From an optimization exercise on the open Yosys and OpenROAD flow, aimed at small area; shortcuts taken in it are not production practice.
At most, simulation tests tie the RTL to the original design; equivalence was not proved.
Only the layout flow was run in run 2; the RTL was not checked for function there.

### flow/design.v
`timescale 1ns/100ps
module satd_rca #(parameter W = 8) (
    input  [W-1:0] a,
    input  [W-1:0] b,
    input          ci,
    output [W-1:0] s
);
wire [W:0] c;
assign c[0] = ci;
genvar i;
generate
for (i = 0; i < W; i = i + 1) begin : bit_
    assign s[i]   = a[i] ^ b[i] ^ c[i];
    assign c[i+1] = (a[i] & b[i]) | (c[i] & (a[i] ^ b[i]));
end
endgenerate
endmodule
module fme_satd_8x8 (
    clk,
    rstn,
    cur_p0_i, cur_p1_i, cur_p2_i, cur_p3_i,
    cur_p4_i, cur_p5_i, cur_p6_i, cur_p7_i,
    sp0_i,    sp1_i,    sp2_i,    sp3_i,
    sp4_i,    sp5_i,    sp6_i,    sp7_i,
    sp_valid_i,
    satd_8x8_o,
    satd_8x8_valid_o
);
input                                 clk;
input                                 rstn;
input		[8-1  : 0] cur_p0_i, cur_p1_i, cur_p2_i, cur_p3_i;
input		[8-1  : 0] cur_p4_i, cur_p5_i, cur_p6_i, cur_p7_i;
input           [8-1  : 0] sp0_i,    sp1_i,    sp2_i,    sp3_i;
input           [8-1  : 0] sp4_i,    sp5_i,    sp6_i,    sp7_i;
input                                 sp_valid_i;
output          [17              : 0] satd_8x8_o;
output                                satd_8x8_valid_o;
reg  [2:0] cnt;           
reg        win;           
wire       adv = sp_valid_i | win;
always @(posedge clk or negedge rstn) begin
    if (~rstn) begin
        cnt <= 3'd0;
        win <= 1'b0;
    end else if (adv) begin
        cnt <= cnt + 3'd1;
        if (cnt == 3'd7) win <= sp_valid_i;
    end
end
reg        adv1;
reg  [1:0] cnt1;
reg  [2:0] load_d;        
reg  [3:0] done_d;        
always @(posedge clk) begin
    adv1   <= adv;
    cnt1   <= cnt[1:0];
    load_d <= {load_d[1:0], adv & (cnt == 3'd7)};
end
always @(posedge clk or negedge rstn) begin
    if (~rstn) done_d <= 4'd0;
    else       done_d <= {done_d[2:0], win & (cnt == 3'd6)};
end
assign satd_8x8_valid_o = done_d[3];
wire [8-1:0] cur [0:7];
wire [8-1:0] sp  [0:7];
assign cur[0] = cur_p0_i; assign cur[1] = cur_p1_i; assign cur[2] = cur_p2_i; assign cur[3] = cur_p3_i;
assign cur[4] = cur_p4_i; assign cur[5] = cur_p5_i; assign cur[6] = cur_p6_i; assign cur[7] = cur_p7_i;
assign sp[0]  = sp0_i;    assign sp[1]  = sp1_i;    assign sp[2]  = sp2_i;    assign sp[3]  = sp3_i;
assign sp[4]  = sp4_i;    assign sp[5]  = sp5_i;    assign sp[6]  = sp6_i;    assign sp[7]  = sp7_i;
reg  [9:0]  f1 [0:3][0:7];
reg  [10:0] f2 [0:1][0:7];
reg  [11:0] f3 [0:7];
reg  [9:0]  r1 [0:7];       
reg  [11:0] r2 [0:7];       
wire h1 = cnt[2];
wire h2 = cnt1[1];
wire h3 = cnt1[0];
genvar g;
generate
for (g = 0; g < 8; g = g + 1) begin : lane
    wire [8:0] x1;
    satd_rca #(9) u_d (.a({1'b0, cur[g]}), .b({1'b1, ~sp[g]}), .ci(1'b1), .s(x1));
    wire [9:0] x1e = {x1[8], x1};
    wire [9:0] o1, i1;
    satd_rca #(10) u_o1 (.a(f1[3][g]), .b(x1e & {10{h1}}),    .ci(1'b0), .s(o1));
    satd_rca #(10) u_i1 (.a(x1e),      .b(~f1[3][g] & {10{h1}}), .ci(h1), .s(i1));
    always @(posedge clk) begin
        if (adv) begin
            f1[0][g] <= i1;
            f1[1][g] <= f1[0][g];
            f1[2][g] <= f1[1][g];
            f1[3][g] <= f1[2][g];
        end
        r1[g] <= o1;
    end
    wire [10:0] x2e = {r1[g][9], r1[g]};
    wire [10:0] o2, i2;
    satd_rca #(11) u_o2 (.a(f2[1][g]), .b(x2e & {11{h2}}),    .ci(1'b0), .s(o2));
    satd_rca #(11) u_i2 (.a(x2e),      .b(~f2[1][g] & {11{h2}}), .ci(h2), .s(i2));
    always @(posedge clk) if (adv1) begin
        f2[0][g] <= i2;
        f2[1][g] <= f2[0][g];
    end
    wire [11:0] x3e = {o2[10], o2};
    wire [11:0] o3, i3;
    satd_rca #(12) u_o3 (.a(f3[g]), .b(x3e & {12{h3}}),    .ci(1'b0), .s(o3));
    satd_rca #(12) u_i3 (.a(x3e),   .b(~f3[g] & {12{h3}}), .ci(h3), .s(i3));
    always @(posedge clk) begin
        if (adv1) f3[g] <= i3;
        r2[g] <= o3;
    end
end
endgenerate
wire [12:0] a [0:7];
wire [13:0] b [0:7];
reg  [13:0] r3 [0:7];
generate
for (g = 0; g < 4; g = g + 1) begin : rs1
    satd_rca #(13) u_s (.a({r2[g][11], r2[g]}), .b({r2[g+4][11], r2[g+4]}),  .ci(1'b0), .s(a[g]));
    satd_rca #(13) u_d (.a({r2[g][11], r2[g]}), .b(~{r2[g+4][11], r2[g+4]}), .ci(1'b1), .s(a[g+4]));
end
for (g = 0; g < 4; g = g + 1) begin : rs2
    localparam integer I = (g < 2) ? g : g + 2;    
    wire [13:0] ae  = {a[I][12],   a[I]};
    wire [13:0] ae2 = {a[I+2][12], a[I+2]};
    satd_rca #(14) u_s (.a(ae), .b(ae2),  .ci(1'b0), .s(b[I]));
    satd_rca #(14) u_d (.a(ae), .b(~ae2), .ci(1'b1), .s(b[I+2]));
end
for (g = 0; g < 8; g = g + 1) begin : rr3
    always @(posedge clk) r3[g] <= b[g];
end
endgenerate
wire [12:0] mv [0:3];      
wire [3:0]  ms;            
generate
for (g = 0; g < 4; g = g + 1) begin : mx
    wire [13:0] p = r3[2*g];
    wire [13:0] q = r3[2*g+1];
    wire        same = ~(p[13] ^ q[13]);
    wire [14:0] r = {p[13], p} + {q[13] ^ same, q ^ {14{same}}} + {14'd0, same};
    wire        selp = ~(r[14] ^ p[13]);
    wire [13:0] v = selp ? p : q;
    assign mv[g] = v[12:0] ^ {13{v[13]}};
    assign ms[g] = v[13];
end
endgenerate
reg  [15:0] acc;
wire [15:0] acc_n = (load_d[2] ? 16'd1 : acc) + mv[0] + mv[1] + mv[2] + mv[3]
                    + ms[0] + ms[1] + ms[2] + ms[3];
always @(posedge clk) acc <= acc_n;
assign satd_8x8_o = {3'b000, acc[15:1]};
endmodule
### flow/flow/run.sh
#!/bin/bash
set -euo pipefail
W="$(cd "$(dirname "${BASH_SOURCE[0]}")/.." && pwd)"
cd "$W"
F="$W/flow"
PLAT="${FLOW_PLATFORM:-sky130hd}"
R="$W/orfs/results/$PLAT/fme_satd_8x8/base"
LIB="$FLOW_HOME/platforms/$PLAT/lib/sky130_fd_sc_hd__tt_025C_1v80.lib"
PORTBUF="BUFFER_PORTS_ARGS=-buffer_cell sky130_fd_sc_hd__buf_1"

# 1. the standard synthesis
bash standard.sh "$PORTBUF" "$R/1_2_yosys.v" > "$W/log_1_synth.log" 2>&1
cp "$R/1_2_yosys.v" "$W/standard_1_2_yosys.v"

# 2. map the combinational logic again
P="$W/post"
mkdir -p "$P"
python3 "$F/gen_models.py" "$LIB" "$P/models.v" \
    sky130_fd_sc_hd__fa_1,sky130_fd_sc_hd__fa_2,sky130_fd_sc_hd__fa_4,sky130_fd_sc_hd__ha_1,sky130_fd_sc_hd__ha_2,sky130_fd_sc_hd__ha_4 \
    > "$W/log_2_models.log" 2>&1
POST_LIB="$LIB" POST_MODELS="$P/models.v" POST_NET="$W/standard_1_2_yosys.v" \
POST_TOP="${FLOW_TOP:-fme_satd_8x8}" POST_DIR="$P" POST_PY="$F/polarity.py" \
POST_ABC="$F/abc_area.script" POST_OUT="$P/1_2_yosys.v" \
    yosys -c "$F/post.tcl" > "$W/log_2_post.log" 2>&1
cp "$P/1_2_yosys.v" "$R/1_2_yosys.v"

# 3. the rest of the standard layout
bash standard.sh "$PORTBUF" finish > "$W/log_3_layout.log" 2>&1
### flow/flow/abc_area.script
strash
dch
amap
topo
### flow/flow/gen_models.py
#!/usr/bin/env python3
"""Write Verilog models of the library's single-output combinational cells (from their
liberty functions), and list the cells left as black boxes."""
import re, sys
lib, out = sys.argv[1], sys.argv[2]
keep_bb = set(sys.argv[3].split(',')) if len(sys.argv) > 3 else set()
t = open(lib).read()
# split into cell groups
starts = [m for m in re.finditer(r'\n\s*cell\s*\(\s*"?([\w]+)"?\s*\)\s*\{', t)]
mods = []
for i, m in enumerate(starts):
    name = m.group(1)
    body = t[m.end(): starts[i + 1].start() if i + 1 < len(starts) else len(t)]
    if name in keep_bb:
        continue
    if re.search(r'\b(ff|latch|statetable|ff_bank|latch_bank)\s*\(', body):
        continue
    pins = re.findall(r'\n\s*pin\s*\(\s*"?(\w+)"?\s*\)\s*\{(.*?)\n\s{8}\}', body, re.S)
    ins, outs = [], []
    for pn, pb in pins:
        d = re.search(r'direction\s*:\s*"?(\w+)"?', pb)
        if not d:
            continue
        f = re.search(r'function\s*:\s*"([^"]*)"', pb)
        if d.group(1) == 'input':
            ins.append(pn)
        elif d.group(1) == 'output':
            outs.append((pn, f.group(1) if f else None))
    if len(outs) != 1 or outs[0][1] is None or not ins:
        continue
    pn, fn = outs[0]
    if 'VPWR' in fn or 'VGND' in fn:
        continue
    expr = fn.replace('!', '~').replace('+', '|')
    mods.append(f"module {name} ({', '.join(ins + [pn])});\n" +
                ''.join(f"  input {x};\n" for x in ins) +
                f"  output {pn};\n  assign {pn} = {expr};\nendmodule\n")
open(out, 'w').write('\n'.join(mods))
print(len(mods), 'models')
### flow/flow/polarity.py
#!/usr/bin/env python3
"""Choose, for each full-adder cell, whether to build it from inverted inputs (a full adder is
self-dual: FA(~a,~b,~c) = (~sum, ~cout)), so that fewer inverters sit between adder, flip-flop
and port pins. Works on a Yosys JSON netlist of generic gates plus library black boxes; a flipped
adder gets $_NOT_ cells on its inputs and outputs, which ABC then merges or cancels."""
import json, sys, collections, random
src, dst, top = sys.argv[1], sys.argv[2], sys.argv[3]
FA = {'sky130_fd_sc_hd__fa_1', 'sky130_fd_sc_hd__fa_2', 'sky130_fd_sc_hd__fa_4'}
d = json.load(open(src))
m = d['modules'][top]
cells = m['cells']
OUTP = {'SUM', 'COUT'}
# net -> driver (cell, pin) ; net -> loads
drv = {}
loads = collections.defaultdict(list)
for cn, c in cells.items():
    pd = c.get('port_directions', {})
    for p, bits in c['connections'].items():
        dirn = pd.get(p, 'input')
        for i, b in enumerate(bits):
            if isinstance(b, str):
                continue
            if dirn == 'output':
                drv[b] = (cn, p)
            else:
                loads[b].append((cn, p))
for pn, p in m['ports'].items():
    for b in p['bits']:
        if isinstance(b, str):
            continue
        if p['direction'] == 'input':
            drv[b] = ('$port', pn)
        else:
            loads[b].append(('$port', pn))

def kind(cn):
    if cn == '$port':
        return 'hard'
    t = cells[cn]['type']
    if t == '$_NOT_':
        return 'not'
    if t.startswith('$'):
        return 'soft'
    return 'hard'

fas = [cn for cn, c in cells.items() if c['type'] in FA]
# edges: trace each hard input pin back through NOT chains to its source net
# edge: (src_net, src_node or None, sink_node or None, parity)
edges = []
for cn, c in cells.items():
    if kind(cn) != 'hard':
        continue
    pd = c.get('port_directions', {})
    for p, bits in c['connections'].items():
        if pd.get(p, 'input') == 'output':
            continue
        for b in bits:
            if isinstance(b, str):
                continue
            par = 0
            n = b
            while n in drv and drv[n][0] != '$port' and kind(drv[n][0]) == 'not':
                n = cells[drv[n][0]]['connections']['A'][0]
                par ^= 1
                if isinstance(n, str):
                    break
            if isinstance(n, str) or n not in drv:
                continue
            sc, sp = drv[n]
            if sc != '$port' and kind(sc) != 'hard':
                continue
            edges.append((n, sc, cn, par))
# output ports
for pn, p in m['ports'].items():
    if p['direction'] != 'output':
        continue
    for b in p['bits']:
        if isinstance(b, str):
            continue
        par = 0
        n = b
        while n in drv and drv[n][0] != '$port' and kind(drv[n][0]) == 'not':
            n = cells[drv[n][0]]['connections']['A'][0]
            par ^= 1
            if isinstance(n, str):
                break
        if isinstance(n, str) or n not in drv:
            continue
        sc, sp = drv[n]
        if sc != '$port' and kind(sc) != 'hard':
            continue
        edges.append((n, sc, '$port', par))
faset = set(fas)
flip = {cn: 0 for cn in fas}
by_src = collections.defaultdict(list)
for e in edges:
    by_src[e[0]].append(e)
node_srcs = collections.defaultdict(set)
for e in edges:
    n, sc, sk, par = e
    if sc in faset:
        node_srcs[sc].add(n)
    if sk in faset:
        node_srcs[sk].add(n)

def fl(x):
    return flip.get(x, 0)

def src_cost(n):
    need = set()
    for (_, sc, sk, par) in by_src[n]:
        need.add(par ^ fl(sc) ^ fl(sk))
    return 1 if 1 in need else 0

def total():
    return sum(src_cost(n) for n in by_src)

before = total()
random.seed(1)
improved = True
it = 0
while improved and it < 50:
    improved = False
    it += 1
    order = fas[:]
    random.shuffle(order)
    for x in order:
        srcs = node_srcs[x]
        old = sum(src_cost(n) for n in srcs)
        flip[x] ^= 1
        new = sum(src_cost(n) for n in srcs)
        if new < old:
            improved = True
        else:
            flip[x] ^= 1
# try flipping connected groups (carry chains) together
def chains():
    adj = collections.defaultdict(set)
    for (n, sc, sk, par) in edges:
        if sc in faset and sk in faset and cells[sc]['connections'].get('COUT', [None])[0] == n:
            adj[sc].add(sk); adj[sk].add(sc)
    seen = set(); out = []
    for x in fas:
        if x in seen:
            continue
        st = [x]; grp = []
        seen.add(x)
        while st:
            y = st.pop(); grp.append(y)
            for z in adj[y]:
                if z not in seen:
                    seen.add(z); st.append(z)
        out.append(grp)
    return out
for rnd in range(20):
    changed = False
    for grp in chains():
        srcs = set().union(*(node_srcs[x] for x in grp))
        old = sum(src_cost(n) for n in srcs)
        for x in grp: flip[x] ^= 1
        new = sum(src_cost(n) for n in srcs)
        if new < old:
            changed = True
        else:
            for x in grp: flip[x] ^= 1
    for x in fas:
        srcs = node_srcs[x]
        old = sum(src_cost(n) for n in srcs)
        flip[x] ^= 1
        new = sum(src_cost(n) for n in srcs)
        if new < old:
            changed = True
        else:
            flip[x] ^= 1
    if not changed:
        break
after = total()
# rewrite flipped adders
nxt = [max([b for nn in m['netnames'].values() for b in nn['bits'] if not isinstance(b, str)] + [0]) + 1]
def newnet():
    nxt[0] += 1
    return nxt[0]
k = 0
def add_not(a, y):
    global k
    k += 1
    cells[f'$pol$not${k}'] = {'hide_name': 1, 'type': '$_NOT_', 'parameters': {}, 'attributes': {},
                              'port_directions': {'A': 'input', 'Y': 'output'},
                              'connections': {'A': [a], 'Y': [y]}}
nflip = 0
for x in fas:
    if not flip[x]:
        continue
    nflip += 1
    c = cells[x]
    for p in ('A', 'B', 'CIN'):
        a = c['connections'][p][0]
        y = newnet()
        if isinstance(a, str):
            y = '1' if a == '0' else '0' if a == '1' else a
        else:
            add_not(a, y)
        c['connections'][p] = [y]
    for p in ('SUM', 'COUT'):
        yo = c['connections'][p][0]
        if isinstance(yo, str):
            continue
        a = newnet()
        c['connections'][p] = [a]
        add_not(a, yo)
# collapse NOT(NOT(x)) -> x for loads that are cell pins
drv2 = {}
for cn, c in cells.items():
    pd = c.get('port_directions', {})
    for p, bits in c['connections'].items():
        if pd.get(p, 'input') == 'output':
            for b in bits:
                if not isinstance(b, str):
                    drv2[b] = cn
outbits = set(b for p in m['ports'].values() if p['direction'] == 'output' for b in p['bits'])
nfold = 0
for cn, c in list(cells.items()):
    if c['type'] != '$_NOT_':
        continue
    a = c['connections']['A'][0]
    n1 = drv2.get(a)
    if n1 is None or cells[n1]['type'] != '$_NOT_':
        continue
    s0 = cells[n1]['connections']['A'][0]
    y = c['connections']['Y'][0]
    if y in outbits:
        continue
    for cn2, c2 in cells.items():
        pd = c2.get('port_directions', {})
        for p, bits in c2['connections'].items():
            if pd.get(p, 'input') != 'output' and y in bits:
                c2['connections'][p] = [s0 if b == y else b for b in bits]
    nfold += 1
print('folded', nfold, 'double inverters')
json.dump({'creator': d.get('creator',''), 'modules': {top: m}}, open(dst, 'w'))
print(f'polarity: {len(fas)} adders, {len(edges)} edges, inverter estimate {before} -> {after}, flipped {nflip}')
### flow/flow/post.tcl
# Re-map the combinational logic of the standard synthesis netlist. Flip-flops, full and half
# adders and tie cells stay exactly as synthesized (same instances, names and cell types); every
# other cell is turned back into gates (models.v, from the library's functions), polarity.py
# chooses each full adder's polarity to save inverters, and ABC maps the gates again with an
# area-oriented script.
set lib $::env(POST_LIB)
yosys read_liberty -lib $lib
yosys read_verilog -overwrite $::env(POST_MODELS)
yosys read_verilog $::env(POST_NET)
yosys hierarchy -top $::env(POST_TOP)
yosys flatten
yosys proc
yosys opt_clean
yosys techmap
yosys opt -fast
yosys opt_clean -purge
yosys write_json $::env(POST_DIR)/pre.json
exec python3 $::env(POST_PY) $::env(POST_DIR)/pre.json $::env(POST_DIR)/post.json $::env(POST_TOP) >@ stdout
yosys delete $::env(POST_TOP)
yosys read_json $::env(POST_DIR)/post.json
yosys hierarchy -top $::env(POST_TOP)
yosys opt_clean
yosys abc -script $::env(POST_ABC) -liberty $lib -dont_use sky130_fd_sc_hd__probe_p_8 -dont_use sky130_fd_sc_hd__probec_p_8 -dont_use sky130_fd_sc_hd__lpflow_*
yosys opt_clean -purge
yosys hilomap -singleton -hicell sky130_fd_sc_hd__conb_1 HI -locell sky130_fd_sc_hd__conb_1 LO
yosys splitnets
yosys opt_clean -purge
yosys tee -o $::env(POST_DIR)/post_stat.txt stat -liberty $lib
yosys write_verilog -noattr -nohex -nodec $::env(POST_OUT)
### flow/standard.sh
#!/bin/bash
# synth_recipe.tcl (not shown) runs the flow's synth.tcl, then flattens the netlist and writes it again
# the make line also repeats each setting of config.mk as NAME=value (left out here)
make -C /OpenROAD-flow-scripts/flow DESIGN_CONFIG=/design/flow/config.mk WORK_HOME=/design/flow/orfs CLKGATE_MAP_FILE= SYNTH_SCRIPT=/design/flow/synth_recipe.tcl "${@:-finish}"
### flow/config.mk
export PLATFORM = sky130hd
export DESIGN_NAME = fme_satd_8x8
export DESIGN_NICKNAME = fme_satd_8x8
export VERILOG_FILES = /design/flow/design.v
export SDC_FILE = /design/flow/constraint.sdc
export NUM_CORES = 4
export LEC_CHECK = 0
export CAP_MARGIN = 20
export CORE_MARGIN = 2
export CORE_UTILIZATION = 60
export CTS_BUF_LIST = sky130_fd_sc_hd__clkbuf_8
export CTS_CLUSTER_DIAMETER = 50
export CTS_CLUSTER_SIZE = 16
export SLEW_MARGIN = 20
### flow/constraint.sdc
create_clock -name core_clock -period 7.0 [get_ports {clk}]
set_input_delay 1.4000 -clock core_clock [delete_from_list [all_inputs] [get_ports {clk}]]
set_output_delay 1.4000 -clock core_clock [all_outputs]
set_load 0.01 [all_outputs]
==> results of run 1 <==
## flip-flops by register name, indices dropped and copies added, names as in the netlist
signal	flops
acc	16
r2	96
win	1
cnt1	2
load_d	3
cnt	3
r3	108
r1	80
f3	96
adv1	1
f1	320
done_d	4
f2	176
## stage by stage
step                setup WS, ns
floorplan               0.003180
global placement          0.2046
detailed placement      0.006595
CTS                      0.01951
global route             -0.1853
finish                    0.2376
## area by class of cell
class,instances,area (um2)
antenna,3,7.507
clock buffer,103,1418
clock inverter,85,925.9
fill,5660,25710
inverter,531,2053
multi-input combinational,1956,22090
sequential,906,24120
tap,1050,1314
timing repair buffer,263,1495
## worst paths after layout
kind / start / to / slack (ns) / cells after the start
max: r2[3][0]$_DFF_P_ / r3[1][12]$_DFF_P_ / 0.24 / 14
min: load_d[1]$_DFF_P_ / load_d[2]$_DFF_P_ / 0.34 / 0
max reg2reg: r2[3][0]$_DFF_P_ / r3[1][12]$_DFF_P_ / 0.24 / 14
min reg2reg: load_d[1]$_DFF_P_ / load_d[2]$_DFF_P_ / 0.34 / 0
max in group asynchronous: rstn / done_d[0]$_DFF_PN0_ / 6.10 / 1
min in group asynchronous: rstn / done_d[2]$_DFF_PN0_ / 0.59 / 1
## timing repair
item / CTS / global route
setup endpoints to repair: 0 / 15
resized for setup: 0 / 59
hold buffers: 0 / 0
setup buffers: 0 / 5
## placed cells by master, fill, tap and decap left out, types with 12 or more instances in the layout
| cell type | n |
|---|---|
| fa_1 | 739 |
| edfxtp_1 | 592 |
| clkinv_1 | 520 |
| nor2_1 | 371 |
| dfxtp_1 | 300 |
| buf_1 | 146 |
| nand2_1 | 133 |
| ha_1 | 121 |
| buf_4 | 108 |
| clkbuf_8 | 103 |
| nor2b_1 | 91 |
| a21oi_1 | 90 |
| or2_0 | 88 |
| o22ai_1 | 84 |
| o21ai_0 | 83 |
| a221oi_1 | 24 |
| inv_6 | 22 |
| inv_8 | 13 |
| a22oi_1 | 12 |
## worst max-delay path, cell delays in order, from the launching register on
cell and delay, ns:
dfxtp_1 0.35, ha_1 0.23, fa_1 0.45, fa_1 0.46, fa_1 0.47, fa_1 0.46, fa_1 0.47, fa_1 0.46
fa_1 0.46, fa_1 0.41, fa_1 0.42, fa_1 0.41, fa_1 0.56, fa_1 0.49, fa_1 0.50
## layer usage
| layer | vias up | GRT usage | routed length, um |
|---|---|---|---|
| met3 | 120 | 0.03881 | 4083 |
| met1 | 13140 | 0.3627 | 42730 |
| li1 | 11870 | - | - |
| met2 | 504 | 0.3964 | 46020 |
| met5 | - | 0 | 0 |
| met4 | 0 | 0.06393 | 2339 |
==> flow_summary.yaml, run 1 <==
sta:
  hold_slack_ns: 0.3374
  skew_ns: 0.05614
  worst_slew_pin_slew_ns: 1.029
  period_needed_ns: 6.762
  fin_crit_sh: 0.9661
  finalSetupViolCount: 0
  drv_slew: 0
  rsz0062_at_grt: "true"
  hold_viol_final: 0
  max_freq_mhz: 147.9
  fin_setup_tns_ns: 0
  relSlewSlack: 0.3143
drt:
  ant_nets: 0
  drt_iter0_markers: 1600
  via_count: 25630
  drc: 0
  firstDrtPassIters: 6
  finalWirelength_um: 95170
  post_drt_wl_per_cell_um: 19.43
  viasPerCell: 5.233
setup_path:
  critPathRequiredTime_ns: 7.60
  crit_arrival_ns: 7.36
  crit_fanout: 2
  cp-start-kind: "flip-flop"
  path_class: "flip-flop to flip-flop"
  crit_path_end_kind: "flip-flop"
hold_path:
  hp-class: "flip-flop to flip-flop"
finish:
  final_cell_count_no_fill: 4897
  syn_to_final_growth_pct: 11.26
  final_nets: 4753
  layout-drive-gt1-share: 0.09053
  final_area_um2: 53420
  utilization: 0.6751
clock_network:
  clk_pin_slew_worst_paths_ns: 0.10
  root_buffer: "clkbuf_8"
  worstSkewPairLatency_ns: 0.76
  cts_tree: "built"
  cts_inserted_buffers: 99
  cts.path.max_buffers: 3
  htreeDepth: 3
  cts.sinks: 906
placed_design:
  hpwl_um: 73900
  dpl_cell_area_um2: 50840
  placedCellCount: 4701
  gp_congestion: 0.9500
  portBuffers: 146
floorplan:
  start_util: 0.6068
  dieArea_um2: 82300
  core.rowCount: 103
  ioPinCount: 150
  core_um2: 79130
  die_h_um: 286.9
  die-width_um: 286.9
logic_synthesis:
  synth_area_um2: 48010
  synthCells: 3400
  yosysWarnings: 13
  avgSynthCellArea_um2: 14.12
run_status:
  status: "finished clean"
global_routing:
  gr-usage-all-layers: 0.2480
  overflow: 0
  grt_pass1_wl_um: 155800
  antenna_found_initial: 1
  grt_pass1_vias: 28310
  grt_max_degree: 176
job:
  max-cap-violations: 0
==> run 2: changes to the inputs <==
--- a/flow/design.v
+++ b/flow/design.v
@@ -15,4 +15,14 @@
 end
 endgenerate
+endmodule
+module satd_csa #(parameter W = 8) (
+    input  [W-1:0] a,
+    input  [W-1:0] b,
+    input  [W-1:0] c,
+    output [W-1:0] s,
+    output [W-1:0] co
+);
+assign s  = a ^ b ^ c;
+assign co = (a & b) | (c & (a ^ b));
 endmodule
 module fme_satd_8x8 (
@@ -50,16 +60,16 @@
 reg        adv1;
 reg  [1:0] cnt1;
-reg  [2:0] load_d;        
-reg  [3:0] done_d;        
+reg  [3:0] load_d;        
+reg  [4:0] done_d;        
 always @(posedge clk) begin
     adv1   <= adv;
     cnt1   <= cnt[1:0];
-    load_d <= {load_d[1:0], adv & (cnt == 3'd7)};
+    load_d <= {load_d[2:0], adv & (cnt == 3'd7)};
 end
 always @(posedge clk or negedge rstn) begin
-    if (~rstn) done_d <= 4'd0;
-    else       done_d <= {done_d[2:0], win & (cnt == 3'd6)};
+    if (~rstn) done_d <= 5'd0;
+    else       done_d <= {done_d[3:0], win & (cnt == 3'd6)};
 end
-assign satd_8x8_valid_o = done_d[3];
+assign satd_8x8_valid_o = done_d[4];
 wire [8-1:0] cur [0:7];
 wire [8-1:0] sp  [0:7];
@@ -131,22 +141,45 @@
 end
 endgenerate
-wire [12:0] mv [0:3];      
-wire [3:0]  ms;            
+reg  [12:0] r4 [0:3];      
+reg  [3:0]  r4s;           
 generate
 for (g = 0; g < 4; g = g + 1) begin : mx
     wire [13:0] p = r3[2*g];
     wire [13:0] q = r3[2*g+1];
-    wire        same = ~(p[13] ^ q[13]);
-    wire [14:0] r = {p[13], p} + {q[13] ^ same, q ^ {14{same}}} + {14'd0, same};
-    wire        selp = ~(r[14] ^ p[13]);
+    wire [14:0] cs, cd;
+    assign cs[0] = 1'b0;
+    assign cd[0] = 1'b1;
+    genvar k;
+    for (k = 0; k < 14; k = k + 1) begin : ch
+        assign cs[k+1] = (p[k] & q[k])  | (p[k] & cs[k]) | (q[k] & cs[k]);
+        assign cd[k+1] = (p[k] & ~q[k]) | (p[k] & cd[k]) | (~q[k] & cd[k]);
+    end
+    wire        selp = cs[14] ^ cd[14];
     wire [13:0] v = selp ? p : q;
-    assign mv[g] = v[12:0] ^ {13{v[13]}};
-    assign ms[g] = v[13];
+    always @(posedge clk) begin
+        r4[g]  <= v[12:0] ^ {13{v[13]}};
+        r4s[g] <= v[13];
+    end
 end
 endgenerate
+wire        load = load_d[3];
 reg  [15:0] acc;
-wire [15:0] acc_n = (load_d[2] ? 16'd1 : acc) + mv[0] + mv[1] + mv[2] + mv[3]
-                    + ms[0] + ms[1] + ms[2] + ms[3];
-always @(posedge clk) acc <= acc_n;
-assign satd_8x8_o = {3'b000, acc[15:1]};
+reg         c8;
+wire [15:0] accg = {acc[15:1] & {15{~load}}, acc[0] | load};
+wire [12:0] s1, k1;
+satd_csa #(13) u_l1 (.a(r4[0]), .b(r4[1]), .c(r4[2]), .s(s1), .co(k1));
+wire [13:0] s2, k2;
+satd_csa #(14) u_l2 (.a({1'b0, s1}), .b({k1, r4s[0]}), .c({1'b0, r4[3]}), .s(s2), .co(k2));
+wire [15:0] s3, k3;
+satd_csa #(16) u_l3 (.a({2'b00, s2}), .b({1'b0, k2, r4s[1]}), .c(accg), .s(s3), .co(k3));
+wire [8:0]  lo;
+satd_rca #(9) u_lo (.a({1'b0, s3[7:0]}), .b({1'b0, k3[6:0], r4s[2]}), .ci(r4s[3]), .s(lo));
+wire [7:0]  hi;
+satd_rca #(8) u_hi (.a(s3[15:8]), .b(k3[14:7]), .ci(c8 & ~load), .s(hi));
+always @(posedge clk) begin
+    acc <= {hi, lo[7:0]};
+    c8  <= lo[8];
+end
+wire [7:0] acc_hi = acc[15:8] + {7'd0, c8};
+assign satd_8x8_o = {3'b000, acc_hi, acc[7:1]};
 endmodule
==> run 2 against run 1 <==
Against the previous run:
- synthesized area up 1.4%
- wire length shrank 4.4%
- register-to-register slack gained 0.10 ns
- synthesized cell count up 0.88%
- first-iteration DRC count is 11% higher
- hold slack got worse by 0.0030 ns
- final cell count fell by 0.25%
- die area rose by 1.3%
- core utilization fell by 0.96 points
- critical path type unchanged
==> flow_summary.yaml, run 2 <==
run_status:
  status: "finished clean"
logic_synthesis:
  synth_area_um2: 48660
  yosysWarnings: 15
  synthCells: 3430
  avgSynthCellArea_um2: 14.19
global_routing:
  grt_pass1_wl_um: 149700
  grt_max_degree: 169
  grt_pass1_vias: 28220
  gr-usage-all-layers: 0.2338
  overflow: 0
  antenna_found_initial: 2
drt:
  post_drt_wl_per_cell_um: 18.62
  finalWirelength_um: 90970
  drt_iter0_markers: 1775
  drc: 0
  via_count: 25540
  ant_nets: 0
  viasPerCell: 5.227
  firstDrtPassIters: 6
sta:
  hold_slack_ns: 0.3344
  max_freq_mhz: 150.2
  hold_viol_final: 0
  finalSetupViolCount: 0
  skew_ns: 0.03938
  fin_setup_tns_ns: 0
  drv_slew: 0
  worst_slew_pin_slew_ns: 1.029
  period_needed_ns: 6.658
  rsz0062_at_grt: "false"
  relSlewSlack: 0.3096
  fin_crit_sh: 0.9511
hold_path:
  hp-class: "flip-flop to flip-flop"
placed_design:
  hpwl_um: 68890
  portBuffers: 146
  gp_congestion: 0.9317
  dpl_cell_area_um2: 50850
setup_path:
  endpoint: "f3[3][11]$_DFFE_PP_"
  crit-reg2reg-launch: "cnt1[1]$_DFF_P_"
  crit_arrival_ns: 7.14
  timing.rr.end: "f3[3][11]$_DFFE_PP_"
  r2r_slack_ns: 0.34
  rr_worst_depth: 17
  crit_path_start: "cnt1[1]$_DFF_P_"
  crit_fanout: 48
  cp-start-kind: "flip-flop"
  critPathRequiredTime_ns: 7.48
  crit_path_end_kind: "flip-flop"
  path_class: "flip-flop to flip-flop"
clock_network:
  worstSkewPairLatency_ns: 0.75
  post-cts-setup-buffers: 0
  root_buffer: "clkbuf_8"
  cts-resized-gates: 0
  cts.path.max_buffers: 3
  cts.sinks: 965
  postCtsHoldBufs: 0
  cts_inserted_buffers: 112
  cts_tree: "built"
  htreeDepth: 3
  clk_pin_slew_worst_paths_ns: 0.10
finish:
  fillCellCount: 5921
  largest_reg_flops: 320
  final_area_um2: 53520
  final_cell_mix: "fa_1 (751), edfxtp_1 (592), clkinv_1 (523), nor2_1 (461), dfxtp_1 (362)"
  final_common_cell: "fa_1"
  regMostFlops: "f1"
  final_nets: 4656
  syn_to_final_growth_pct: 9.976
  reg_top3: "f1 x320, f2 x176, r3 x108"
  layout-drive-gt1-share: 0.06281
floorplan:
  dieArea_um2: 83400
  core_um2: 80420
  die_h_um: 288.8
  core.rowCount: 104
  die-width_um: 288.8
  ioPinCount: 150
  start_util: 0.6051
job:
  max-cap-violations: 0
## run 2: cell count changes in the layout (fill, tap and decap cells not counted), moves of 18 or more
cell | previous run | this run
nor2_1 | 371 | 461
buf_4 | 108 | 28
ha_1 | 121 | 53
dfxtp_1 | 300 | 362
o22ai_1 | 84 | 43
o21ai_0 | 83 | 58
nor2b_1 | 91 | 114
nor3_1 | 5 | 23
o221ai_1 | 4 | 22
## run 2: final cells by class
| cell class | instances | area [um2] | area share |
|---|---|---|---|
| flip-flops and latches | 965 | 25300 | 0.4727 |
| clock inverters | 96 | 1030 | 0.01924 |
| repair buffers | 177 | 818.3 | 0.01529 |
| well taps | 1060 | 1326 | 0.02478 |
| diodes | 4 | 10.01 | 0.0001870 |
| multi-input cells | 1939 | 21410 | 0.4000 |
| inverters | 526 | 2007 | 0.03750 |
| clock buffers | 118 | 1624 | 0.03035 |
## run 2: critical path, cell delays in order (launching register included)
cell and delay, ns:
dfxtp_4 0.41, clkinv_8 0.21, buf_4 0.28, nor2b_1 0.17, fa_1 0.20, clkinv_1 0.08, fa_1 0.50, fa_1 0.42
fa_1 0.47, fa_1 0.46, fa_1 0.46, fa_1 0.46, fa_1 0.46, fa_1 0.46, fa_1 0.47, fa_1 0.46
o31ai_1 0.31, a21oi_1 0.11
## run 2: how the worst min path moves through the flow
| stage | start | to | slack (ns) | cells past startpoint |
|---|---|---|---|---|
| 3_3_place_gp | load_d[0]$_DFF_P_ | load_d[1]$_DFF_P_ | 0.32 | 0 |
| 5_1_grt | load_d[0]$_DFF_P_ | load_d[1]$_DFF_P_ | 0.34 | 0 |
| 2_1_floorplan | load_d[0]$_DFF_P_ | load_d[1]$_DFF_P_ | 0.31 | 0 |
| 4_1_cts | load_d[0]$_DFF_P_ | load_d[1]$_DFF_P_ | 0.34 | 0 |
| 3_5_place_dp | load_d[1]$_DFF_P_ | load_d[2]$_DFF_P_ | 0.31 | 0 |
| 6_report | load_d[0]$_DFF_P_ | load_d[1]$_DFF_P_ | 0.33 | 0 |
## run 2: metrics by stage
stage	utilization	worst slack, ns	std cells
4_1_cts	0.6653	0.2856	4881
6_report	0.6655	0.3420	4885
3_3_place_gp	0.6323	0.3907	4667
2_1_floorplan	-	0.04394	3432
5_1_grt	0.6655	0.001470	4885
3_5_place_dp	0.6323	0.2560	4667
## run 2: routing by layer
layer,track usage,up-vias,share of wire
li1,-,11780,-
met1,0.3474,12980,0.45
met2,0.3657,620,0.47
met3,0.03112,160,0.045
met4,0.07410,2,0.031
met5,0,-,0.00051
==> run 3: changes to the inputs <==
--- a/flow/design.v
+++ b/flow/design.v
@@ -15,14 +15,4 @@
 end
 endgenerate
-endmodule
-module satd_csa #(parameter W = 8) (
-    input  [W-1:0] a,
-    input  [W-1:0] b,
-    input  [W-1:0] c,
-    output [W-1:0] s,
-    output [W-1:0] co
-);
-assign s  = a ^ b ^ c;
-assign co = (a & b) | (c & (a ^ b));
 endmodule
 module fme_satd_8x8 (
@@ -60,16 +50,16 @@
 reg        adv1;
 reg  [1:0] cnt1;
-reg  [3:0] load_d;        
-reg  [4:0] done_d;        
+reg  [2:0] load_d;        
+reg  [3:0] done_d;        
 always @(posedge clk) begin
     adv1   <= adv;
     cnt1   <= cnt[1:0];
-    load_d <= {load_d[2:0], adv & (cnt == 3'd7)};
+    load_d <= {load_d[1:0], adv & (cnt == 3'd7)};
 end
 always @(posedge clk or negedge rstn) begin
-    if (~rstn) done_d <= 5'd0;
-    else       done_d <= {done_d[3:0], win & (cnt == 3'd6)};
+    if (~rstn) done_d <= 4'd0;
+    else       done_d <= {done_d[2:0], win & (cnt == 3'd6)};
 end
-assign satd_8x8_valid_o = done_d[4];
+assign satd_8x8_valid_o = done_d[3];
 wire [8-1:0] cur [0:7];
 wire [8-1:0] sp  [0:7];
@@ -141,45 +131,28 @@
 end
 endgenerate
-reg  [12:0] r4 [0:3];      
-reg  [3:0]  r4s;           
+wire [12:0] mv [0:3];      
+wire [3:0]  ms;            
 generate
 for (g = 0; g < 4; g = g + 1) begin : mx
     wire [13:0] p = r3[2*g];
     wire [13:0] q = r3[2*g+1];
-    wire [14:0] cs, cd;
-    assign cs[0] = 1'b0;
-    assign cd[0] = 1'b1;
+    wire        same = ~(p[13] ^ q[13]);
+    wire [13:0] qq = q ^ {14{same}};
+    wire [14:0] c;                       
+    assign c[0] = same;
     genvar k;
     for (k = 0; k < 14; k = k + 1) begin : ch
-        assign cs[k+1] = (p[k] & q[k])  | (p[k] & cs[k]) | (q[k] & cs[k]);
-        assign cd[k+1] = (p[k] & ~q[k]) | (p[k] & cd[k]) | (~q[k] & cd[k]);
+        assign c[k+1] = (p[k] & qq[k]) | (c[k] & (p[k] | qq[k]));
     end
-    wire        selp = cs[14] ^ cd[14];
+    wire        selp = c[14] ^ p[13];
     wire [13:0] v = selp ? p : q;
-    always @(posedge clk) begin
-        r4[g]  <= v[12:0] ^ {13{v[13]}};
-        r4s[g] <= v[13];
-    end
+    assign mv[g] = v[12:0] ^ {13{v[13]}};
+    assign ms[g] = v[13];
 end
 endgenerate
-wire        load = load_d[3];
 reg  [15:0] acc;
-reg         c8;
-wire [15:0] accg = {acc[15:1] & {15{~load}}, acc[0] | load};
-wire [12:0] s1, k1;
-satd_csa #(13) u_l1 (.a(r4[0]), .b(r4[1]), .c(r4[2]), .s(s1), .co(k1));
-wire [13:0] s2, k2;
-satd_csa #(14) u_l2 (.a({1'b0, s1}), .b({k1, r4s[0]}), .c({1'b0, r4[3]}), .s(s2), .co(k2));
-wire [15:0] s3, k3;
-satd_csa #(16) u_l3 (.a({2'b00, s2}), .b({1'b0, k2, r4s[1]}), .c(accg), .s(s3), .co(k3));
-wire [8:0]  lo;
-satd_rca #(9) u_lo (.a({1'b0, s3[7:0]}), .b({1'b0, k3[6:0], r4s[2]}), .ci(r4s[3]), .s(lo));
-wire [7:0]  hi;
-satd_rca #(8) u_hi (.a(s3[15:8]), .b(k3[14:7]), .ci(c8 & ~load), .s(hi));
-always @(posedge clk) begin
-    acc <= {hi, lo[7:0]};
-    c8  <= lo[8];
-end
-wire [7:0] acc_hi = acc[15:8] + {7'd0, c8};
-assign satd_8x8_o = {3'b000, acc_hi, acc[7:1]};
+wire [15:0] acc_n = (load_d[2] ? 16'd1 : acc) + mv[0] + mv[1] + mv[2] + mv[3]
+                    + ms[0] + ms[1] + ms[2] + ms[3];
+always @(posedge clk) acc <= acc_n;
+assign satd_8x8_o = {3'b000, acc[15:1]};
 endmodule
--- a/flow/flow/polarity.py
+++ b/flow/flow/polarity.py
@@ -117,51 +117,53 @@
 
 before = total()
-random.seed(1)
-improved = True
-it = 0
-while improved and it < 50:
-    improved = False
-    it += 1
-    order = fas[:]
-    random.shuffle(order)
-    for x in order:
-        srcs = node_srcs[x]
-        old = sum(src_cost(n) for n in srcs)
-        flip[x] ^= 1
-        new = sum(src_cost(n) for n in srcs)
-        if new < old:
-            improved = True
-        else:
+# carry chains: adders joined COUT -> CIN flip together
+adj = collections.defaultdict(set)
+for (n, sc, sk, par) in edges:
+    if sc in faset and sk in faset and cells[sc]['connections'].get('COUT', [None])[0] == n \
+            and (par ^ fl(sc) ^ fl(sk)) == 0:
+        adj[sc].add(sk); adj[sk].add(sc)
+group = {}
+groups = []
+for x in fas:
+    if x in group:
+        continue
+    st = [x]; grp = []
+    group[x] = len(groups)
+    while st:
+        y = st.pop(); grp.append(y)
+        for z in adj[y]:
+            if z not in group:
+                group[z] = len(groups); st.append(z)
+    groups.append(grp)
+gsrcs = [set().union(*(node_srcs[x] for x in g)) for g in groups]
+# neighbouring groups: share a source net
+src_groups = collections.defaultdict(set)
+for gi, ss in enumerate(gsrcs):
+    for n in ss:
+        src_groups[n].add(gi)
+gnb = [set() for _ in groups]
+for n, gs in src_groups.items():
+    for gi in gs:
+        gnb[gi] |= gs
+for gi in range(len(groups)):
+    gnb[gi].discard(gi)
+
+def flip_groups(gl):
+    for gi in gl:
+        for x in groups[gi]:
             flip[x] ^= 1
-# try flipping connected groups (carry chains) together
-def chains():
-    adj = collections.defaultdict(set)
-    for (n, sc, sk, par) in edges:
-        if sc in faset and sk in faset and cells[sc]['connections'].get('COUT', [None])[0] == n:
-            adj[sc].add(sk); adj[sk].add(sc)
-    seen = set(); out = []
-    for x in fas:
-        if x in seen:
-            continue
-        st = [x]; grp = []
-        seen.add(x)
-        while st:
-            y = st.pop(); grp.append(y)
-            for z in adj[y]:
-                if z not in seen:
-                    seen.add(z); st.append(z)
-        out.append(grp)
-    return out
-for rnd in range(20):
-    changed = False
-    for grp in chains():
-        srcs = set().union(*(node_srcs[x] for x in grp))
-        old = sum(src_cost(n) for n in srcs)
-        for x in grp: flip[x] ^= 1
-        new = sum(src_cost(n) for n in srcs)
-        if new < old:
-            changed = True
-        else:
-            for x in grp: flip[x] ^= 1
+
+def try_move(gl):
+    srcs = set().union(*(gsrcs[gi] for gi in gl))
+    old = sum(src_cost(n) for n in srcs)
+    flip_groups(gl)
+    new = sum(src_cost(n) for n in srcs)
+    if new < old:
+        return True
+    flip_groups(gl)
+    return False
+
+def single_moves():
+    ch = False
     for x in fas:
         srcs = node_srcs[x]
@@ -170,7 +172,24 @@
         new = sum(src_cost(n) for n in srcs)
         if new < old:
-            changed = True
+            ch = True
         else:
             flip[x] ^= 1
+    return ch
+
+for rnd in range(30):
+    changed = single_moves()
+    for gi in range(len(groups)):
+        if try_move([gi]):
+            changed = True
+    for gi in range(len(groups)):
+        for gj in gnb[gi]:
+            if gj > gi and try_move([gi, gj]):
+                changed = True
+    for gi in range(len(groups)):
+        nb = sorted(gnb[gi])
+        for a_ in range(len(nb)):
+            for b_ in range(a_ + 1, len(nb)):
+                if try_move([gi, nb[a_], nb[b_]]):
+                    changed = True
     if not changed:
         break
==> run 3 against run 2 <==
Against the previous run:
- the layout now fails its checks (negative setup slack)
- via count fell by 1.1%
- clock skew increased by 0.0081 ns
- sequential cell count fell by 59
- sequential share of layout area is 1.7 points lower
- final cell count shrank 2.7%
- largest cell class unchanged
- highest routed layer is now met4
==> flow_summary.yaml, run 3 <==
finish:
  reg_top3: "f1 x320, f2 x176, r3 x108"
  final_cell_mix: "fa_1 (733), edfxtp_1 (592), nor2_1 (442), clkinv_1 (347), dfxtp_1 (300)"
  regMostFlops: "f1"
  fillCellCount: 5415
  syn_to_final_growth_pct: 12.87
  utilization: 0.6841
  final_area_um2: 52990
  largest_reg_flops: 320
  layout-drive-gt1-share: 0.1140
  final_nets: 4559
  final_common_cell: "fa_1"
logic_synthesis:
  synthCells: 3190
  avgSynthCellArea_um2: 14.72
  yosysWarnings: 13
  synth_area_um2: 46950
global_routing:
  antenna_found_initial: 2
  gr-usage-all-layers: 0.2434
  grt_pass1_vias: 27800
  top_usage_layer: "met2"
  grt_max_degree: 156
  grt_use_met1: 0.3741
  grt_use_met3: 0.02846
  overflow: 0
  grt_pass1_wl_um: 151000
  grt_util_met2: 0.3771
clock_network:
  cts.sinks: 906
  worstSkewPairLatency_ns: 0.75
  cts_tree: "built"
  htreeDepth: 3
  clk_pin_slew_worst_paths_ns: 0.10
  root_buffer: "clkbuf_8"
  cts.path.max_buffers: 3
  postCtsHoldBufs: 0
  cts_inserted_buffers: 100
sta:
  hold_viol_final: 0
  rsz0062_at_grt: "true"
  drv_slew: 0
  relSlewSlack: 0.2973
  worst_slew_pin_slew_ns: 1.054
  fin_crit_sh: 1.052
  hold_slack_ns: 0.3367
  finalSetupViolCount: 5
  max_freq_mhz: 135.8
  setup_ws_ns: -0.3629
  skew_ns: 0.04748
  period_needed_ns: 7.363
job:
  max-cap-violations: 0
setup_path:
  crit_fanout: 4
  critPathRequiredTime_ns: 7.64
  cp-start-kind: "flip-flop"
  crit_path_max_incr_delay_ns: 0.60
  timing.rr.end: "acc[12]$_DFF_P_"
  path_class: "flip-flop to flip-flop"
  crit_path_end_kind: "flip-flop"
  rr_worst_depth: 36
  cp_slowest_cell: "a222oi_1"
  crit_arrival_ns: 8.00
  cpMostUsedCell: "nor2_1"
  r2r_slack_ns: -0.36
  crit-reg2reg-launch: "r3[3][13]$_DFF_P_"
placed_design:
  hpwl_um: 69690
  gp_congestion: 0.9131
  portBuffers: 146
  dpl_cell_area_um2: 50280
floorplan:
  start_util: 0.6061
  die-width_um: 283.7
  die_h_um: 283.7
  ioPinCount: 150
  core.rowCount: 102
  dieArea_um2: 80500
  core_um2: 77470
drt:
  via_count: 25260
  post_drt_wl_per_cell_um: 19.55
  finalWirelength_um: 92960
  drt_iter0_markers: 1866
  ant_nets: 0
  firstDrtPassIters: 7
  viasPerCell: 5.313
  drc: 0
run_status:
  violations: "negative setup slack"
  status: "finished with violations"
hold_path:
  holdCritStartpoint: "load_d[0]$_DFF_P_"
  hold_depth: 0
  hp-class: "flip-flop to flip-flop"
  holdPathEnd: "load_d[1]$_DFF_P_"
-- run 3: cell count changes in the layout (fill, tap and decap cells not counted), sizes merged, moves of 26 or more --
| cell | before | now |
|---|---|---|
| dfxtp | 364 | 306 |
| nor2b | 114 | 233 |
| buf | 177 | 329 |
| clkinv | 556 | 378 |
| a222oi | 6 | 40 |
| o21ai | 60 | 34 |
| nand2 | 129 | 42 |
| o22ai | 44 | 85 |
| or2 | 81 | 6 |
| a21oi | 77 | 121 |
-- run 3: through the flow --
| step | worst slack (ns) | instances | TNS [ns] |
|---|---|---|---|
| 6_report | -0.3629 | 4755 | -1.264 |
| 2_1_floorplan | -0.009015 | 3192 | -0.009015 |
| 3_3_place_gp | -0.5586 | 4536 | -1.015 |
| 4_1_cts | -0.3994 | 4741 | -1.340 |
| 5_1_grt | -0.7332 | 4755 | -3.198 |
| 3_5_place_dp | -0.7096 | 4536 | -1.750 |
-- run 3: layer usage --
metal  routed length (um)  vias up
met4                 2230        0
li1                     -    11630
met2                44010      523
met3                 3723      139
met1                43000    12970
met5                    0        -
-- run 3: worst max path at each step --
stage,from,endpoint,slack [ns],cells past startpoint
floorplan,r3[3][13]$_DFF_P_,acc[14]$_DFF_P_,-0.009,33
global route,r3[5][13]$_DFF_P_,acc[14]$_DFF_P_,-0.73,34
finish,r3[3][13]$_DFF_P_,acc[12]$_DFF_P_,-0.36,36
CTS,r3[3][13]$_DFF_P_,acc[14]$_DFF_P_,-0.40,35
global placement,r3[3][13]$_DFF_P_,acc[14]$_DFF_P_,-0.56,35
detailed placement,r3[3][13]$_DFF_P_,acc[14]$_DFF_P_,-0.71,34
-- run 3: critical path, delay by kind of cell (launching register included) --
kind	cells	cell delay [ns]
fa+ha+maj	4	1.61
buf+inv	7	1.04
compound gates	17	3.40
flops	1	0.39
simple gates	8	0.83
-- run 3: area by class of cell --
| cell class | instances | area (um2) | share of cell area |
|---|---|---|---|
| Sequential cell | 906 | 24120 | 0.4552 |
| Multi-Input combinational cell | 1925 | 21820 | 0.4117 |
| Timing Repair Buffer | 329 | 2002 | 0.03778 |
| Clock buffer | 110 | 1514 | 0.02857 |
| Inverter | 359 | 1411 | 0.02663 |
| Tap cell | 1040 | 1301 | 0.02455 |
| Clock inverter | 80 | 795.8 | 0.01502 |
| Timing Repair inverter | 2 | 17.52 | 0.0003305 |
| Antenna cell | 4 | 10.01 | 0.0001889 |
-- run 3: timing repair --
item	4_1_cts	5_1_grt
setup endpoints to repair	5	16
pin swaps	14	29
cloned	0	2
buffers inserted	15	14
gates resized for setup	20	31
==> run 4: changes to the inputs <==
--- a/flow/design.v
+++ b/flow/design.v
@@ -138,12 +138,6 @@
     wire [13:0] q = r3[2*g+1];
     wire        same = ~(p[13] ^ q[13]);
-    wire [13:0] qq = q ^ {14{same}};
-    wire [14:0] c;                       
-    assign c[0] = same;
-    genvar k;
-    for (k = 0; k < 14; k = k + 1) begin : ch
-        assign c[k+1] = (p[k] & qq[k]) | (c[k] & (p[k] | qq[k]));
-    end
-    wire        selp = c[14] ^ p[13];
+    wire [14:0] r = {p[13], p} + {q[13] ^ same, q ^ {14{same}}} + {14'd0, same};
+    wire        selp = ~(r[14] ^ p[13]);
     wire [13:0] v = selp ? p : q;
     assign mv[g] = v[12:0] ^ {13{v[13]}};
==> run 4 against run 3 <==
Against the previous run:
- the run now finishes clean
- wire length is 4.4% higher
- first-iteration DRC count down 3.3%
- critical path depth grew 3
- clock skew fell by 0.0089 ns
- clock-buffer cell count is 1 higher
- via count is 0.25% higher
==> flow_summary.yaml, run 4 <==
run_status:
  status: "finished clean"
setup_path:
  cp_slowest_cell: "fa_1"
  crit_path_end_kind: "flip-flop"
  crit_path_max_incr_delay_ns: 0.51
  crit_fanout: 5
  r2r_slack_ns: 0.17
  cp-start-kind: "flip-flop"
  cpMostUsedCell: "nor2_1"
  critPathRequiredTime_ns: 7.66
  crit_arrival_ns: 7.49
  path_class: "flip-flop to flip-flop"
sta:
  relSlewSlack: 0.2949
  hold_slack_ns: 0.3375
  finalSetupViolCount: 0
  worst_slew_pin_slew_ns: 1.058
  skew_ns: 0.03855
  max_freq_mhz: 146.4
  fin_crit_sh: 0.9756
  hold_viol_final: 0
  drv_slew: 0
  rsz0062_at_grt: "true"
  setup_ws_ns: 0.1707
  period_needed_ns: 6.829
global_routing:
  grt_max_degree: 165
  grt_pass1_wl_um: 156800
  overflow: 0
  antenna_found_initial: 3
  grt_pass1_vias: 28170
  gr-usage-all-layers: 0.2533
finish:
  fillCellCount: 5541
  final_cell_mix: "fa_1 (734), edfxtp_1 (592), nor2_1 (423), clkinv_1 (328), dfxtp_1 (299)"
  final_area_um2: 53020
  syn_to_final_growth_pct: 11.73
  largest_reg_flops: 320
  reg_top3: "f1 x320, f2 x176, r3 x108"
  layout-drive-gt1-share: 0.1023
  final_common_cell: "fa_1"
  final_nets: 4589
  regMostFlops: "f1"
  final_cell_count_no_fill: 4738
drt:
  via_count: 25320
  drc: 0
  drt_iter0_markers: 1804
  ant_nets: 0
  viasPerCell: 5.345
  post_drt_wl_per_cell_um: 20.49
  finalWirelength_um: 97060
  firstDrtPassIters: 5
logic_synthesis:
  yosysWarnings: 13
  synth_area_um2: 47460
  avgSynthCellArea_um2: 14.73
  synthCells: 3221
floorplan:
  die_h_um: 285.2
  ioPinCount: 150
  dieArea_um2: 81360
  die-width_um: 285.2
  core_um2: 78610
  start_util: 0.6037
  core.rowCount: 103
clock_network:
  cts_tree: "built"
  clk_pin_slew_worst_paths_ns: 0.09
  cts.path.max_buffers: 3
  cts_inserted_buffers: 104
  cts.sinks: 906
  root_buffer: "clkbuf_8"
  worstSkewPairLatency_ns: 0.75
  htreeDepth: 3
placed_design:
  dpl_cell_area_um2: 50320
  pre_cts_slack_ns: -0.3057
  hpwl_um: 74430
  portBuffers: 146
  placedCellCount: 4526
  gp_congestion: 0.9446
hold_path:
  hp-class: "flip-flop to flip-flop"
job:
  max-cap-violations: 0
run 4: stage by stage:
stage | setup TNS [ns] | utilization
floorplan | 0 | -
global placement | -0.1629 | 0.6401
detailed placement | -1.165 | 0.6401
CTS | 0 | 0.6714
global route | -0.8163 | 0.6744
finish | 0 | 0.6745
run 4: layout make-up:
| cell class | instances | area [um2] | share of cell area |
|---|---|---|---|
| sequential | 906 | 24130 | 0.4550 |
| multi-input combinational | 1967 | 22290 | 0.4204 |
| clock buffer | 111 | 1528 | 0.02881 |
| timing repair buffer | 268 | 1500 | 0.02829 |
| inverter | 344 | 1348 | 0.02541 |
| tap | 1050 | 1314 | 0.02478 |
| clock inverter | 86 | 888.4 | 0.01675 |
| timing repair inverter | 2 | 17.52 | 0.0003304 |
| antenna | 4 | 10.01 | 0.0001888 |
run 4: layer usage:
| metal | wire length (um) | share of wire | vias up | track usage |
|---|---|---|---|---|
| li1 | - | - | 11540 | - |
| met1 | 43630 | 0.45 | 13030 | 0.3766 |
| met2 | 46350 | 0.48 | 602 | 0.4017 |
| met3 | 4509 | 0.046 | 155 | 0.03016 |
| met4 | 2574 | 0.027 | 0 | 0.07500 |
| met5 | 0 | 0 | - | 0 |
run 4: worst paths after layout:
kind                                    from                  end  cells after the start
max in group asynchronous               rstn  done_d[0]$_DFF_PN0_                      1
min reg2reg                load_d[0]$_DFF_P_    load_d[1]$_DFF_P_                      0
min                        load_d[0]$_DFF_P_    load_d[1]$_DFF_P_                      0
max                        r3[2][13]$_DFF_P_      acc[12]$_DFF_P_                     39
min in group asynchronous               rstn  done_d[2]$_DFF_PN0_                      1
max reg2reg                r3[2][13]$_DFF_P_      acc[12]$_DFF_P_                     39
run 4: worst max-delay path: cells and delay by family, from the launching register on:
kind | cells | cell delay [ns]
DFF | 1 | 0.34
AOI/OAI and AO/OA | 11 | 1.96
buffers and inverters | 6 | 0.60
adders and majority gates | 6 | 2.39
and+or+nand+nor | 16 | 1.48
run 4: repair_timing:
action,in CTS,in global routing
endpoints found under the setup margin,6,16
gates resized for setup,12,49
gates cloned,0,2
pin swaps,4,15
hold buffers,0,0
setup buffers,0,9
==> run 5: changes to the inputs <==
--- a/flow/flow/run.sh
+++ b/flow/flow/run.sh
@@ -1,3 +1,9 @@
 #!/bin/bash
+# Own layout flow: the standard layout (standard.sh) with three changes.
+#  1. After the standard synthesis (unchanged), the combinational logic is mapped again
+#     (post.tcl): registers, full/half adders and tie cells are kept as synthesized.
+#  2. Port buffers use the smallest buffer cell (buffer_ports -buffer_cell).
+#  3. Clock tree synthesis without dummy loads, with config.mk's clustering settings.
+# Each tool's output goes to its own log file in the work folder.
 set -euo pipefail
 W="$(cd "$(dirname "${BASH_SOURCE[0]}")/.." && pwd)"
@@ -8,4 +14,6 @@
 LIB="$FLOW_HOME/platforms/$PLAT/lib/sky130_fd_sc_hd__tt_025C_1v80.lib"
 PORTBUF="BUFFER_PORTS_ARGS=-buffer_cell sky130_fd_sc_hd__buf_1"
+# CTS as the standard flow runs it with config.mk's settings, without dummy loads
+CTS="CTS_ARGS=-sink_clustering_enable -repair_clock_nets -sink_clustering_size 16 -sink_clustering_max_diameter 50 -buf_list sky130_fd_sc_hd__clkbuf_8 -dont_use_dummy_load"
 
 # 1. the standard synthesis
@@ -26,3 +34,3 @@
 
 # 3. the rest of the standard layout
-bash standard.sh "$PORTBUF" finish > "$W/log_3_layout.log" 2>&1
+bash standard.sh "$PORTBUF" "$CTS" finish > "$W/log_3_layout.log" 2>&1
--- a/flow/config.mk
+++ b/flow/config.mk
@@ -12,3 +12,4 @@
 export CTS_CLUSTER_DIAMETER = 50
 export CTS_CLUSTER_SIZE = 16
+export SETUP_SLACK_MARGIN = 0.1
 export SLEW_MARGIN = 20
==> run 5 against run 4 <==
Against the previous run:
- the layout now fails its checks (negative setup slack)
- hold slack is essentially flat
- wire length fell by 1.4%
- core utilization decreased by 0.88 points
- die area is the same
- global-route usage down 0.31 points
- critical path depth shrank 1
- critical endpoint unchanged
==> flow_summary.yaml, run 5 <==
setup_path:
  cp_slowest_cell: "fa_1"
  path_class: "flip-flop to flip-flop"
  crit_path_max_incr_delay_ns: 0.55
  critPathRequiredTime_ns: 7.61
  crit_fanout: 6
  cpMostUsedCell: "nor2_2"
  cp-start-kind: "flip-flop"
  crit_arrival_ns: 7.83
  crit_path_end_kind: "flip-flop"
sta:
  rsz0062_at_grt: "true"
  period_needed_ns: 7.223
  skew_ns: 0.08553
  fin_crit_sh: 1.032
  finalSetupViolCount: 4
  worst_slew_pin_slew_ns: 1.111
  drv_slew: 0
  hold_slack_ns: 0.3379
  max_freq_mhz: 138.5
  relSlewSlack: 0.2596
  setup_ws_ns: -0.2228
  hold_viol_final: 0
finish:
  layout-drive-gt1-share: 0.09526
  final_cell_count_no_fill: 4664
  final_cell_mix: "fa_1 (720), edfxtp_1 (592), nor2_1 (415), clkinv_1 (325), dfxtp_1 (299)"
  regMostFlops: "f1"
  largest_reg_flops: 320
  reg_top3: "f1 x320, f2 x176, r3 x108"
  fillCellCount: 5650
  final_common_cell: "fa_1"
  final_nets: 4609
  final_area_um2: 52330
  syn_to_final_growth_pct: 10.26
  utilization: 0.6656
  register_area_um2: 24120
  multiInputGateArea_um2: 22390
hold_path:
  hp-class: "flip-flop to flip-flop"
placed_design:
  dpl_cell_area_um2: 50360
  gp_congestion: 0.9187
  placedCellCount: 4528
  portBuffers: 146
  hpwl_um: 74190
  pre_cts_slack_ns: -0.3159
floorplan:
  die_h_um: 285.2
  die-width_um: 285.2
  core_um2: 78610
  start_util: 0.6037
  core.rowCount: 103
  dieArea_um2: 81360
  ioPinCount: 150
clock_network:
  clk_pin_slew_worst_paths_ns: 0.09
  htreeDepth: 3
  cts_tree: "built"
  postCtsHoldBufs: 0
  cts.sinks: 906
  cts.path.max_buffers: 3
  worstSkewPairLatency_ns: 0.74
  cts_inserted_buffers: 104
  root_buffer: "clkbuf_8"
run_status:
  violations: "negative setup slack"
  status: "finished with violations"
drt:
  drt_iter0_markers: 1896
  ant_nets: 0
  via_count: 25070
  firstDrtPassIters: 5
  finalWirelength_um: 95710
  viasPerCell: 5.375
  drc: 0
  post_drt_wl_per_cell_um: 20.52
logic_synthesis:
  avgSynthCellArea_um2: 14.73
  yosysWarnings: 13
  synth_area_um2: 47460
  synthCells: 3221
global_routing:
  grt_max_degree: 175
  antenna_found_initial: 2
  grt_pass1_vias: 27970
  gr-usage-all-layers: 0.2502
  grt_pass1_wl_um: 155300
  overflow: 0
job:
  max-cap-violations: 0
[run 5: cell type report]
type | instances | area share
diodes | 3 | 0.0001435
clock buffers | 104 | 0.02735
inverters | 344 | 0.02633
multi-input cells | 1967 | 0.4279
flip-flops and latches | 906 | 0.4610
well taps | 1050 | 0.02511
repair buffers | 289 | 0.03190
repair inverters | 1 | 0.0002152
[run 5: path summary, 6_finish.rpt]
check	from	end	slack, ns	cells past startpoint
worst max-delay path	r3[5][13]$_DFF_P_	acc[12]$_DFF_P_	-0.22	38
worst min-delay path	load_d[0]$_DFF_P_	load_d[1]$_DFF_P_	0.34	0
worst max register to register	r3[5][13]$_DFF_P_	acc[12]$_DFF_P_	-0.22	38
worst min register to register	load_d[0]$_DFF_P_	load_d[1]$_DFF_P_	0.34	0
max in group asynchronous	rstn	cnt[1]$_DFFE_PN0P_	6.16	1
min in group asynchronous	rstn	done_d[2]$_DFF_PN0_	0.54	1
[run 5: worst max-delay path: cells and delay by family (launching register included)]
family | cells | cell delay, ns
adder cells (fa/ha/maj) | 5 | 2.10
AND/OR/NAND/NOR | 17 | 2.00
AO/OA/AOI/OAI | 9 | 1.87
buffers and inverters | 7 | 0.78
flip-flops | 1 | 0.39
[run 5: timing repair]
item | 4_1_cts | 5_1_grt
buffers inserted | 20 | 8
resized for setup | 37 | 56
cloned | 0 | 1
endpoints found under the setup margin | 9 | 20
pin swaps | 21 | 33
[run 5: routing by layer]
metal  share of wire  up-vias  global-route usage
li1                -    11460                   -
met3           0.039      155             0.03152
met2            0.48      542              0.3956
met4           0.027        0             0.06479
met1            0.46    12910              0.3758
met5               0        -                   0
[run 5: metrics by stage]
stage               setup TNS [ns]
global route                -2.328
detailed placement          -1.386
CTS                        -0.1504
floorplan                        0
global placement           -0.6463
finish                     -0.4884

[separate check: timing with driven ports]
The flow's constraints put no driver on any port. The routed layouts listed below were extracted and timed again, unchanged, in two steps. Step 1 (the two cells are an assumption about what drives the block):
set clk [get_ports {clk}]
set_driving_cell -lib_cell sky130_fd_sc_hd__clkbuf_16 $clk
set_driving_cell -lib_cell sky130_fd_sc_hd__buf_2 [delete_from_list [all_inputs] $clk]
Step 2 also shifts input and output timing later by t, the mid clock arrival at the registers, as if the neighbouring blocks saw the same clock. Three values: ideal, step 1, step 2; two values: the first two.
run	t, ns	setup slack, ns	cell pins on the clock port's net
run 1	0.797	0.238 / 0.238 / 0.238	1
run 2	0.793	0.342 / 0.342 / 0.342	1
run 3	0.787	-0.363 / -0.363 / -0.363	1
run 4	0.791	0.171 / 0.171 / 0.171	1
run 5	0.764	-0.223 / -0.223 / -0.223	1
